This is an optimization exercise on Yosys and OpenROAD, whose aim is small area, not a production implementation. Function was checked by simulation only, so behaviour that the tests miss may differ from the original.

Design stopwatchuptoseconds, start of the top module:
module stopwatchuptoseconds(
    input clk,
    input rst,
    input start,
    output reg [6:0] sseg_data,
    output reg dp,
    output reg [7:0] ssg_ctrl
);
reg [3:0] p;
wire tick = p[3] & p[0];
always @(posedge clk or posedge rst)
    if (rst) p <= 4'd0;
    else if (tick) p <= 4'd0;
    else if (start) p <= p + 4'd1;
reg [3:0] s0, m0, h0, h1;
reg [2:0] s1, m1;
wire e1 = tick & s0[3] & s0[0];
wire e2 = e1 & s1[2] & s1[0];
wire e3 = e2 & m0[3] & m0[0];
wire e4 = e3 & m1[2] & m1[0];
wire e5 = e4 & h0[3] & h0[0];
always @(posedge clk or posedge rst)
    if (rst) begin
        s0 <= 0; s1 <= 0; m0 <= 0; m1 <= 0; h0 <= 0; h1 <= 0;
    end else begin
        if (tick) s0 <= e1 ? 4'd0 : s0 + 4'd1;
        if (e1)   s1 <= e2 ? 3'd0 : s1 + 3'd1;
        if (e2)   m0 <= e3 ? 4'd0 : m0 + 4'd1;
        if (e3)   m1 <= e4 ? 3'd0 : m1 + 3'd1;
        if (e4)   h0 <= e5 ? 4'd0 : h0 + 4'd1;
        if (e5)   h1 <= (h1[3] & h1[0]) ? 4'd0 : h1 + 4'd1;
    end
reg [13:0] l;
reg [2:0] ph;
wire z = ~|l[12:0];
wire wrap = z & l[13];
always @(posedge clk or posedge rst)
    if (rst) begin
        l <= 14'd0;
        ph <= 3'd0;
    end else begin
        l <= {l[12:0], l[13] ^ l[4] ^ l[2] ^ l[0] ^ z};
        if (wrap) ph <= ph + 3'd1;
    end
reg [3:0] d;
always @(*) begin
    case (ph)
        3'd2, 3'd0, 3'd1: d = s0;
        3'd3: d = {1'b0, s1};
        3'd4: d = m0;
        3'd5: d = {1'b0, m1};
        3'd6: d = h0;
        default: d = h1;
    endcase
    case (d)
        4'd0: sseg_data = 7'b1000000;
        4'd1: sseg_data = 7'b1111001;
        4'd2: sseg_data = 7'b0100100;
        4'd3: sseg_data = 7'b0110000;
        4'd4: sseg_data = 7'b0011001;
        4'd5: sseg_data = 7'b0010010;
        4'd6: sseg_data = 7'b0000010;
        4'd7: sseg_data = 7'b1111000;
        4'd8: sseg_data = 7'b0000000;
  ...
==> flow/config.mk <==
export PLATFORM = sky130hd
export DESIGN_NAME = stopwatchuptoseconds
export DESIGN_NICKNAME = stopwatchuptoseconds
export VERILOG_FILES = /design/flow/design.v
export SDC_FILE = /design/flow/constraint.sdc
export NUM_CORES = 4
export LEC_CHECK = 0
export CAP_MARGIN = 20
export CORE_MARGIN = 2
export CORE_UTILIZATION = 40
export SLEW_MARGIN = 20
==> flow/constraint.sdc <==
create_clock -name core_clock -period 10.0 [get_ports {clk}]
set_input_delay 2.0000 -clock core_clock [delete_from_list [all_inputs] [get_ports {clk}]]
set_output_delay 2.0000 -clock core_clock [all_outputs]
set_load 0.01 [all_outputs]
standard.sh (not shown) runs the stock make flow with config.mk's settings and CLKGATE_MAP_FILE= SYNTH_SCRIPT=/design/flow/synth_recipe.tcl, a recipe that flattens the netlist after the stock synthesis.
==> flow/flow/run.sh <==
#!/bin/bash
# Own layout flow: the standard ORFS flow, with
#  - an area-oriented ABC script for the combinational logic (registers untouched),
#  - minimum-size port buffers,
#  - a smaller clock tree (no dummy loads).
set -euo pipefail
W=$PWD
sed "s#log_cmd abc {\*}\$abc_args#log_cmd abc {*}[lreplace \$abc_args 1 1 $W/flow/area.abc]#" \
    "$FLOW_HOME/scripts/synth.tcl" > "$W/my_synth.tcl"
grep -q "flow/area.abc" "$W/my_synth.tcl"
sed "s#\$::env(SCRIPTS_DIR)/synth.tcl#$W/my_synth.tcl#" synth_recipe.tcl > "$W/my_synth_recipe.tcl"
grep -q "my_synth.tcl" "$W/my_synth_recipe.tcl"
export BUFFER_PORTS_ARGS="-buffer_cell sky130_fd_sc_hd__buf_1"
export CTS_ARGS="-sink_clustering_enable -repair_clock_nets -dont_use_dummy_load -buf_list sky130_fd_sc_hd__clkbuf_8 -root_buf sky130_fd_sc_hd__clkbuf_8 -sink_clustering_size 30"
bash standard.sh SYNTH_SCRIPT="$W/my_synth_recipe.tcl" ADDER_MAP_FILE= > "$W/standard.log" 2>&1
==> flow/flow/area.abc <==
strash
&get -n
&deepsyn -T 20
&put
&get -n
&dch -f
&nf -R 1000
&put

The first run finished clean.
Change:
==> flow/run.sh (new file) <==
#!/bin/bash
# synth_recipe.tcl (not shown) runs the flow's synth.tcl, then flattens the netlist and writes it again
# the make line also repeats each setting of config.mk as NAME=value (left out here)
make -C /OpenROAD-flow-scripts/flow DESIGN_CONFIG=/design/flow/config.mk WORK_HOME=/design/flow/orfs CLKGATE_MAP_FILE= SYNTH_SCRIPT=/design/flow/synth_recipe.tcl finish
removed: flow/flow/run.sh
removed: flow/flow/area.abc
removed: flow/standard.sh
Result: Final cell count rises by 28%. Die area grows by 29%. Via count rose by 23%. Worst setup slack is worse by 0.81 ns.

[port drivers added, routing unchanged]
The flow's constraints put no driver on any port. The routed layouts listed below were extracted and timed again, unchanged, in two steps. Step 1 assumes that a clkbuf_16 drives the clock port and a buf_2 every other input. Step 2 also shifts input and output timing later by t, the mid clock arrival at the registers, as if the neighbouring blocks saw the same clock. a / b / c = ideal ports / drivers / drivers and shift; a / b = the first two.
| run | shift t [ns] | setup WS [ns] | worst data-port slew with drivers (ns) |
|---|---|---|---|
| the first run | 0.305 | 5.564 / 5.538 / 5.844 | 0.03 |
| the second run | 0.324 | 4.759 / 4.730 / 5.054 | 0.03 |
After both steps setup and hold are still met in every run listed.
